Context: an optimization exercise on an open-source flow, tuned for small area and a short achievable clock period. The choices shown serve that exercise and are no tape-out recipe.
Where RTL was checked, it was by simulation tests only, not by an equivalence proof against the original.
No activity file was given, so power comes from the tool's default toggle rates.

Setup of v6:
// top
module top (
    clk_in,
    rst_in,
    data_in,
    load_weight_in,
    in_valid_in,
    pop_in,
    sum_out
);
parameter WIDTH = 14;
parameter O_CH = 64;
input                            clk_in, rst_in;
input      [9-1:0]               data_in;
input                            load_weight_in;
input                            in_valid_in;
input                            pop_in;
output     [WIDTH-1:0]           sum_out;
reg        [O_CH-1:0]            weight_row_r;     
reg        [O_CH-1:0]            next_row_r;       
wire       [O_CH-1:0]            next2_row;        
reg        [3-1:0]               ctl_count_r;      
reg                              ctl_active_r;     
reg        [4-1:0]               pixel_r;          
reg        [WIDTH-1:0]           out_r;
reg                              cleared_r;        
reg        [9-1:0]               activation_r [1:O_CH-2];
reg                              in_valid_r   [1:O_CH-1];   
wire       [4*WIDTH-1:0]         row_psum  [0:O_CH-1];
wire       [3-1:0]               row_count [0:O_CH-1];
wire       [4-1:0]               row_e     [0:O_CH-1];
wire       [WIDTH-1:0]           row_sum   [0:O_CH-1];
wire                             row_active [0:O_CH-1];
always @(posedge clk_in) begin
    weight_row_r <= load_weight_in ? {weight_row_r[O_CH-2:0], weight_row_r[O_CH-1]}
                                   : {{O_CH-1{1'b0}}, 1'b1};
end
integer m;
always @(posedge clk_in) begin
    cleared_r <= ~rst_in;
    activation_r[1] <= data_in;
    for (m = 2; m <= O_CH-2; m = m + 1) begin
        activation_r[m] <= activation_r[m-1];
    end
    in_valid_r[1] <= in_valid_in;
    for (m = 2; m <= O_CH-1; m = m + 1) begin
        in_valid_r[m] <= row_active[m-1];
    end
end
genvar k;
generate
    for (k = 0; k < O_CH; k = k + 1) begin : ROW
        assign row_active[k] = (k == 0) ? in_valid_in : in_valid_r[(k == 0) ? 1 : k] & ~cleared_r;
        PE_column #(.WIDTH(WIDTH), .FIRST(k == 0)) PE_column (
            .clk_in(clk_in),
            .rst_in(rst_in),
  ...
clock: 13.0 ns
lec_check: 0
cap_margin: 20
core_margin: 2
core_utilization: 40
slew_margin: 20
synth_hierarchical: 1
tns_end_percent: 5
standard.sh (not shown) runs the stock make flow with config.mk's settings and CLKGATE_MAP_FILE= SYNTH_SCRIPT=/design/flow/synth_recipe.tcl, a recipe that flattens the netlist after the stock synthesis.
==> flow/flow/run.sh <==
#!/bin/bash
# Layout: the standard ORFS flow (standard.sh) with these changes to how
# the layout is made; the SDC (clock period, I/O delays, loads) is the standard flow's.
#  - repair_timing aims for extra setup slack, so the achieved period shrinks,
#    and may swap cells across footprints;
#  - the clock tree uses larger sink clusters and no dummy loads;
#  - the port buffers are buf_4 cells.
# ORFS's own logs are in orfs/logs; make's output is in orfs_make.log.
set -euo pipefail
bash standard.sh \
    SETUP_SLACK_MARGIN=9.3 \
    MATCH_CELL_FOOTPRINT=0 \
    BUFFER_PORTS_ARGS="-buffer_cell sky130_fd_sc_hd__buf_4" \
    CTS_ARGS="-sink_clustering_enable -repair_clock_nets -dont_use_dummy_load -sink_clustering_size 22 -sink_clustering_max_diameter 105" \
    finish > orfs_make.log 2>&1
Here is what was changed in the inputs of v7 compared with v6.
diff --git a/flow/design.v b/flow/design.v
--- a/flow/design.v
+++ b/flow/design.v
@@ -227,48 +227,44 @@
 integer p;
 always @(*) begin
     for (p = 0; p < 10; p = p + 1)
         candidates[p*WIDTH +: WIDTH] = psum_in + 2 * p - 9;
 end
 endmodule
 module PE_column (
     clk_in,
-    rst_in,
     cleared_in,
     active_in,
     activation_in,
     load_in,
     data_in,
     count_out,
     e_out,
     psum_out,
     sum_out
 );
 parameter WIDTH = 14;
 parameter FIRST = 0;
 input                    clk_in;
-input                    rst_in;
 input                    cleared_in;      
 input                    active_in;       
 input      [9-1:0]       activation_in;   
 input                    load_in;         
 input      [9-1:0]       data_in;
 output     [3-1:0]       count_out;
 output     [4-1:0]       e_out;           
 output     [4*WIDTH-1:0] psum_out;        
 output     [WIDTH-1:0]   sum_out;         
 reg        [9-1:0]       weight_r;
 wire       [9-1:0]       weight_next = ({9{load_in}} & data_in) | ({9{~load_in}} & weight_r);
 reg        [3-1:0]       count_r;
 wire       [3-1:0]       count = {3{~cleared_in}} & count_r;
-wire       [3-1:0]       count_next = (active_in && !count[2]) ? count + 3'd1 : count;
-reg                      full_r;          
 reg        [WIDTH-1:0]   psum_r [0:3];
-wire       [WIDTH-1:0]   oldest = {WIDTH{full_r}} & psum_r[3];
+wire       [WIDTH-1:0]   oldest = {WIDTH{count[2]}} & psum_r[3];
 wire       [WIDTH-1:0]   sum;
 always @(posedge clk_in) begin
     weight_r <= weight_next;
 end
 generate
     if (FIRST) begin : F
         assign e_out = 4'd0;
         PE_fast #(.WIDTH(WIDTH)) PE (
@@ -293,18 +289,17 @@
             .partial_in(e_r),
             .psum_in(oldest),
             .psum_out(sum),
             .e_out(e_out)
         );
     end
 endgenerate
 always @(posedge clk_in) begin
-    count_r <= count_next;
-    full_r  <= rst_in & count_next[2];
+    count_r <= (active_in && !count[2]) ? count + 3'd1 : count;
 end
 always @(posedge clk_in) begin
     if (active_in) begin
         psum_r[0] <= sum;
         psum_r[1] <= psum_r[0];
         psum_r[2] <= psum_r[1];
         psum_r[3] <= psum_r[2];
     end
@@ -327,17 +322,17 @@
 input                            clk_in, rst_in;
 input      [9-1:0]               data_in;
 input                            load_weight_in;
 input                            in_valid_in;
 input                            pop_in;
 output     [WIDTH-1:0]           sum_out;
 reg        [O_CH-1:0]            weight_row_r;     
 reg        [O_CH-1:0]            next_row_r;       
-wire       [O_CH-1:0]            next2_row;        
+reg        [O_CH-1:0]            next2_row_r;      
 reg        [3-1:0]               ctl_count_r;      
 reg                              ctl_active_r;     
 reg        [4-1:0]               pixel_r;          
 reg        [WIDTH-1:0]           out_r;
 reg                              cleared_r;        
 reg        [9-1:0]               activation_r [1:O_CH-2];
 reg                              in_valid_r   [1:O_CH-1];   
 wire       [4*WIDTH-1:0]         row_psum  [0:O_CH-1];
@@ -362,53 +357,53 @@
     end
 end
 genvar k;
 generate
     for (k = 0; k < O_CH; k = k + 1) begin : ROW
         assign row_active[k] = (k == 0) ? in_valid_in : in_valid_r[(k == 0) ? 1 : k] & ~cleared_r;
         PE_column #(.WIDTH(WIDTH), .FIRST(k == 0)) PE_column (
             .clk_in(clk_in),
-            .rst_in(rst_in),
             .cleared_in(cleared_r),
             .active_in(row_active[k]),
             .activation_in((k <= 1) ? data_in : activation_r[(k <= 1) ? 1 : k-1]),
             .load_in(load_weight_in && weight_row_r[k]),
             .data_in(data_in),
             .count_out(row_count[k]),
             .e_out(row_e[k]),
             .psum_out(row_psum[k]),
             .sum_out(row_sum[k])
         );
     end
 endgenerate
 always @(posedge clk_in) begin
     next_row_r  <= !pop_in ? {{O_CH-1{1'b0}}, 1'b1} :
                    pixel_r[2] ? {next_row_r[O_CH-2:0], next_row_r[O_CH-1]} : next_row_r;
+    next2_row_r <= !pop_in ? {{O_CH-1{1'b0}}, 1'b1} :
+                   pixel_r[1] ? {next2_row_r[O_CH-2:0], next2_row_r[O_CH-1]} : next2_row_r;
     pixel_r     <= pop_in ? {pixel_r[2:0], pixel_r[3]} : 4'b0001;
 end
-assign next2_row = pixel_r[2] ? {next_row_r[O_CH-2:0], next_row_r[O_CH-1]} : next_row_r;
 wire       [3-1:0]               pre_count;
 wire                             pre_active, pre_active_above;
 wire       [(O_CH-1)*3-1:0]      all_count;
 wire       [O_CH-2:0]            all_active, all_active_above;
 generate
     for (k = 1; k < O_CH; k = k + 1) begin : GATHER_CTL
         assign all_count[(k-1)*3 +: 3]  = row_count[k];
         assign all_active[k-1]          = row_active[k];
         assign all_active_above[k-1]    = (k == 1) ? 1'b0 : row_active[(k == 1) ? 0 : k-1];
     end
 endgenerate
 read_ctl #(.ROWS(O_CH-1)) read_ctl (
-    .select(next2_row[O_CH-1:1]),
+    .select(next2_row_r[O_CH-1:1]),
     .count_in(all_count), .active_in(all_active), .above_in(all_active_above),
     .count_out(pre_count), .active_out(pre_active), .above_out(pre_active_above)
 );
 always @(posedge clk_in) begin
-    ctl_active_r <= rst_in & (next2_row[1] ? in_valid_in : pre_active_above);
+    ctl_active_r <= rst_in & (next2_row_r[1] ? in_valid_in : pre_active_above);
     if (!rst_in) ctl_count_r <= 3'd0;
     else if (pre_active && !pre_count[2]) ctl_count_r <= pre_count + 3'd1;
     else ctl_count_r <= pre_count;
 end
 wire       [4*WIDTH-1:0]         sel_psum;
 wire       [4-1:0]               sel_e;
 wire       [3-1:0]               sel_count = ctl_count_r;
 wire                             sel_active = ctl_active_r;
==> notes.md <==
- Via count of the first global-routing pass, v6 and v7: larger value in v7
- Going from v6 to v7, the clock-buffer cell count was found to have gone down by 2.
- Setup slack: v7 less than v6
- Taking v6 as the reference point, the die boundary height of v7 falls by 0.51%.
- v6 -> v7: area taken by multi-input logic gates decreased slightly
- The number of filler cells placed in the layout of v6 and that of v7 are within noise of each other.
- Multi-input gate count (v7 over v6): increase, 0.39%
- Comparing the two runs side by side, v7 comes out ahead of v6 on leakage power total.
- Going from v6 to v7, the area of placed instances was found to have gone down by 0.92%.

---

main:
top again, from the RTL that the note above started with.
==> module PE_column, before the edit <==
module PE_column (
    clk_in,
    rst_in,
    cleared_in,
    active_in,
    activation_in,
    load_in,
    data_in,
    count_out,
    e_out,
    psum_out,
    sum_out
);
parameter WIDTH = 14;
parameter FIRST = 0;
input                    clk_in;
input                    rst_in;
input                    cleared_in;      
input                    active_in;       
input      [9-1:0]       activation_in;   
input                    load_in;         
input      [9-1:0]       data_in;
output     [3-1:0]       count_out;
output     [4-1:0]       e_out;           
output     [4*WIDTH-1:0] psum_out;        
output     [WIDTH-1:0]   sum_out;         
reg        [9-1:0]       weight_r;
wire       [9-1:0]       weight_next = ({9{load_in}} & data_in) | ({9{~load_in}} & weight_r);
reg        [3-1:0]       count_r;
wire       [3-1:0]       count = {3{~cleared_in}} & count_r;
wire       [3-1:0]       count_next = (active_in && !count[2]) ? count + 3'd1 : count;
reg                      full_r;          
reg        [WIDTH-1:0]   psum_r [0:3];
wire       [WIDTH-1:0]   oldest = {WIDTH{full_r}} & psum_r[3];
wire       [WIDTH-1:0]   sum;
always @(posedge clk_in) begin
    weight_r <= weight_next;
end
generate
    if (FIRST) begin : F
        assign e_out = 4'd0;
        PE_fast #(.WIDTH(WIDTH)) PE (
            .activation_in(activation_in),
            .weight_in(weight_r),
            .psum_in(oldest),
            .psum_out(sum)
        );
    end
    else begin : N
        wire [4-1:0] e;
        reg  [4-1:0] e_r;
        PE_count PE_count (
            .activation_in(activation_in),
            .weight_in(weight_next),
            .partial_out(e)
        );
        always @(posedge clk_in) begin
            e_r <= e;
        end
        PE #(.WIDTH(WIDTH)) PE (
            .partial_in(e_r),
            .psum_in(oldest),
            .psum_out(sum),
            .e_out(e_out)
        );
    end
endgenerate
always @(posedge clk_in) begin
    count_r <= count_next;
    full_r  <= rst_in & count_next[2];
end
always @(posedge clk_in) begin
    if (active_in) begin
        psum_r[0] <= sum;
        psum_r[1] <= psum_r[0];
        psum_r[2] <= psum_r[1];
        psum_r[3] <= psum_r[2];
    end
end
assign count_out = count;
assign psum_out = {psum_r[3], psum_r[2], psum_r[1], psum_r[0]};
assign sum_out  = sum;
endmodule
==> module read_mux, before the edit <==
module read_mux (
    select,
    psum_in,
    e_in,
    psum_out,
    e_out
);
parameter WIDTH = 14;
parameter ROWS = 63;
localparam D = 4*WIDTH + 4;   
input      [ROWS-1:0]            select;
input      [ROWS*4*WIDTH-1:0]    psum_in;
input      [ROWS*4-1:0]          e_in;
output     [4*WIDTH-1:0]         psum_out;
output     [4-1:0]               e_out;
wire       [64*D-1:0]            rows;
wire       [64-1:0]              sel = {{64-ROWS{1'b0}}, select};
genvar r;
generate
    for (r = 0; r < 64; r = r + 1) begin : ROW
        if (r < ROWS)
            assign rows[r*D +: D] = {e_in[r*4 +: 4], psum_in[r*4*WIDTH +: 4*WIDTH]};
        else
            assign rows[r*D +: D] = {D{1'b0}};
    end
endgenerate
wire       [32*D-1:0]            l1;    
wire       [8*D-1:0]             l2;    
wire       [4*D-1:0]             l3;    
wire       [D-1:0]               l4;
generate
    for (r = 0; r < 32; r = r + 1) begin : L1
        read_aoi #(.D(D)) node (.s0(sel[2*r]), .d0(rows[2*r*D +: D]),
                                .s1(sel[2*r+1]), .d1(rows[(2*r+1)*D +: D]),
                                .y(l1[r*D +: D]));
    end
    for (r = 0; r < 8; r = r + 1) begin : L2
        read_nand4 #(.D(D)) node (.a(l1[4*r*D +: D]), .b(l1[(4*r+1)*D +: D]),
                                  .c(l1[(4*r+2)*D +: D]), .d(l1[(4*r+3)*D +: D]),
                                  .y(l2[r*D +: D]));
    end
    for (r = 0; r < 4; r = r + 1) begin : L3
        read_nor2 #(.D(D)) node (.a(l2[2*r*D +: D]), .b(l2[(2*r+1)*D +: D]),
                                 .y(l3[r*D +: D]));
    end
endgenerate
read_nand4 #(.D(D)) L4 (.a(l3[0 +: D]), .b(l3[D +: D]), .c(l3[2*D +: D]), .d(l3[3*D +: D]),
                        .y(l4));
assign {e_out, psum_out} = l4;
endmodule
==> module read_nand4, before the edit <==
module read_nand4 (a, b, c, d, y);
parameter D = 1;
input  [D-1:0]   a, b, c, d;
output [D-1:0]   y;
assign y = ~(a & b & c & d);
endmodule
==> flow/config.mk <==
export PLATFORM = sky130hd
export DESIGN_NAME = top
export DESIGN_NICKNAME = top
export VERILOG_FILES = /design/flow/design.v
export SDC_FILE = /design/flow/constraint.sdc
export NUM_CORES = 8
export LEC_CHECK = 0
export CAP_MARGIN = 20
export CORE_MARGIN = 2
export CORE_UTILIZATION = 40
export SLEW_MARGIN = 20
export SYNTH_HIERARCHICAL = 1
export TNS_END_PERCENT = 10
==> flow/constraint.sdc <==
create_clock -name core_clock -period 13.0 [get_ports {clk_in}]
set_input_delay 2.6000 -clock core_clock [delete_from_list [all_inputs] [get_ports {clk_in}]]
set_output_delay 2.6000 -clock core_clock [all_outputs]
set_load 0.01 [all_outputs]
==> flow/flow/run.sh <==
#!/bin/bash
# Layout: the standard ORFS flow (standard.sh) with these changes to how
# the layout is made; the SDC (clock period, I/O delays, loads) is the standard flow's.
#  - repair_timing aims for extra setup slack, so the achieved period shrinks,
#    and may swap cells across footprints;
#  - the clock tree uses larger sink clusters and no dummy loads;
#  - the port buffers are buf_4 cells.
# ORFS's own logs are in orfs/logs; make's output is in orfs_make.log.
set -euo pipefail
bash standard.sh \
    SETUP_SLACK_MARGIN=9.0 \
    MATCH_CELL_FOOTPRINT=0 \
    BUFFER_PORTS_ARGS="-buffer_cell sky130_fd_sc_hd__buf_4" \
    CTS_ARGS="-sink_clustering_enable -repair_clock_nets -dont_use_dummy_load -sink_clustering_size 22 -sink_clustering_max_diameter 105" \
    finish > orfs_make.log 2>&1
main: full flow OK, the timing, design-rule and antenna checks passed
Modified inputs, the feature branch compared to main
--- a/flow/design.v
+++ b/flow/design.v
@@ -259,8 +259,8 @@
 reg        [9-1:0]       weight_r;
 wire       [9-1:0]       weight_next = ({9{load_in}} & data_in) | ({9{~load_in}} & weight_r);
-reg        [3-1:0]       count_r;
-wire       [3-1:0]       count = {3{~cleared_in}} & count_r;
+reg        [2-1:0]       count_r;
+reg                      full_r;
+wire       [3-1:0]       count = {full_r, {2{~cleared_in}} & count_r};
 wire       [3-1:0]       count_next = (active_in && !count[2]) ? count + 3'd1 : count;
-reg                      full_r;          
 reg        [WIDTH-1:0]   psum_r [0:3];
 wire       [WIDTH-1:0]   oldest = {WIDTH{full_r}} & psum_r[3];
@@ -299,5 +299,5 @@
 endgenerate
 always @(posedge clk_in) begin
-    count_r <= count_next;
+    count_r <= count_next[1:0];
     full_r  <= rst_in & count_next[2];
 end
@@ -474,7 +474,9 @@
 endgenerate
 wire       [32*D-1:0]            l1;    
-wire       [8*D-1:0]             l2;    
-wire       [4*D-1:0]             l3;    
-wire       [D-1:0]               l4;
+wire       [16*D-1:0]            l2;    
+wire       [8*D-1:0]             l3;    
+wire       [4*D-1:0]             l4;    
+wire       [2*D-1:0]             l5;    
+wire       [D-1:0]               l6;
 generate
     for (r = 0; r < 32; r = r + 1) begin : L1
@@ -483,17 +485,19 @@
                                 .y(l1[r*D +: D]));
     end
-    for (r = 0; r < 8; r = r + 1) begin : L2
-        read_nand4 #(.D(D)) node (.a(l1[4*r*D +: D]), .b(l1[(4*r+1)*D +: D]),
-                                  .c(l1[(4*r+2)*D +: D]), .d(l1[(4*r+3)*D +: D]),
-                                  .y(l2[r*D +: D]));
-    end
-    for (r = 0; r < 4; r = r + 1) begin : L3
-        read_nor2 #(.D(D)) node (.a(l2[2*r*D +: D]), .b(l2[(2*r+1)*D +: D]),
-                                 .y(l3[r*D +: D]));
+    for (r = 0; r < 16; r = r + 1) begin : L2
+        read_nand2 #(.D(D)) node (.a(l1[2*r*D +: D]), .b(l1[(2*r+1)*D +: D]), .y(l2[r*D +: D]));
+    end
+    for (r = 0; r < 8; r = r + 1) begin : L3
+        read_nor2 #(.D(D)) node (.a(l2[2*r*D +: D]), .b(l2[(2*r+1)*D +: D]), .y(l3[r*D +: D]));
+    end
+    for (r = 0; r < 4; r = r + 1) begin : L4
+        read_nand2 #(.D(D)) node (.a(l3[2*r*D +: D]), .b(l3[(2*r+1)*D +: D]), .y(l4[r*D +: D]));
+    end
+    for (r = 0; r < 2; r = r + 1) begin : L5
+        read_nor2 #(.D(D)) node (.a(l4[2*r*D +: D]), .b(l4[(2*r+1)*D +: D]), .y(l5[r*D +: D]));
     end
 endgenerate
-read_nand4 #(.D(D)) L4 (.a(l3[0 +: D]), .b(l3[D +: D]), .c(l3[2*D +: D]), .d(l3[3*D +: D]),
-                        .y(l4));
-assign {e_out, psum_out} = l4;
+read_nand2 #(.D(D)) L6 (.a(l5[0 +: D]), .b(l5[D +: D]), .y(l6));
+assign {e_out, psum_out} = l6;
 endmodule
 module read_ctl (
@@ -531,9 +535,9 @@
 assign y = ~(({D{s0}} & d0) | ({D{s1}} & d1));
 endmodule
-module read_nand4 (a, b, c, d, y);
+module read_nand2 (a, b, y);
 parameter D = 1;
-input  [D-1:0]   a, b, c, d;
+input  [D-1:0]   a, b;
 output [D-1:0]   y;
-assign y = ~(a & b & c & d);
+assign y = ~(a & b);
 endmodule
 module read_nor2 (a, b, y);
The feature branch: PASS, flow complete, no timing, DRC or antenna violations
Required time of the critical path, the feature branch and main, lower one = main.
When the feature branch is measured against main, its placed cell count turns out about 3% higher.
Compared with main, in the feature branch pre-CTS setup slack now smaller; met3 routing resource usage after global routing now smaller; global-route wire length before repair lower.
On the feature branch: total via count in the routed design is about 0.8% lower than what main gave.
Status: sequential share of layout area parity (the feature branch, main)
Logic depth of the worst setup path including buffers in the feature branch vs main: up 2
Diff main -> the feature branch | number of vias per cell | decrease of about 3.2%
The core of the feature branch is less densely filled than that of main.
Synthesized cell count: the feature branch > main
Setup slack in the feature branch is smaller than in main.
The feature branch reports a lower global-route usage over all layers than main does.
No functional check of the RTL was part of the feature branch.

-- separate check: timing with driven ports --
No port has a modelled driver above. Below, the same layouts with a new extraction and two added sets of constraints.
Step 1 sets driving cells, clkbuf_16 on the clock port and buf_2 on the other inputs (assumed; they add their load-dependent delay and slew).
Step 2 also shifts input and output timing later by t, the mid clock arrival at the registers, as if the neighbouring blocks saw the same clock.
Slacks: ideal / step 1 / step 2; pairs: ideal / step 1.
run	t (ns)	setup WS [ns]	hold slack, ns	worst setup path at the end	worst slew at a driven data input, ns
v6	1.131	8.645 / 8.108 / 6.976	0.330 / 0.330 / 0.330	input to register	1.06
v7	1.107	8.586 / 8.330 / 7.224	0.299 / 0.299 / 0.299	input to register	0.62
main	1.142	8.629 / 8.529 / 7.387	0.329 / 0.329 / 0.329	input to register	0.49
the feature branch	1.112	8.546 / 8.436 / 7.324	0.335 / 0.335 / 0.335	input to register	0.55
After both steps setup and hold are still met in every run listed. For v6, which loses most, drivers alone change the setup slack by -0.537 ns; drivers and shift together by -1.669 ns.
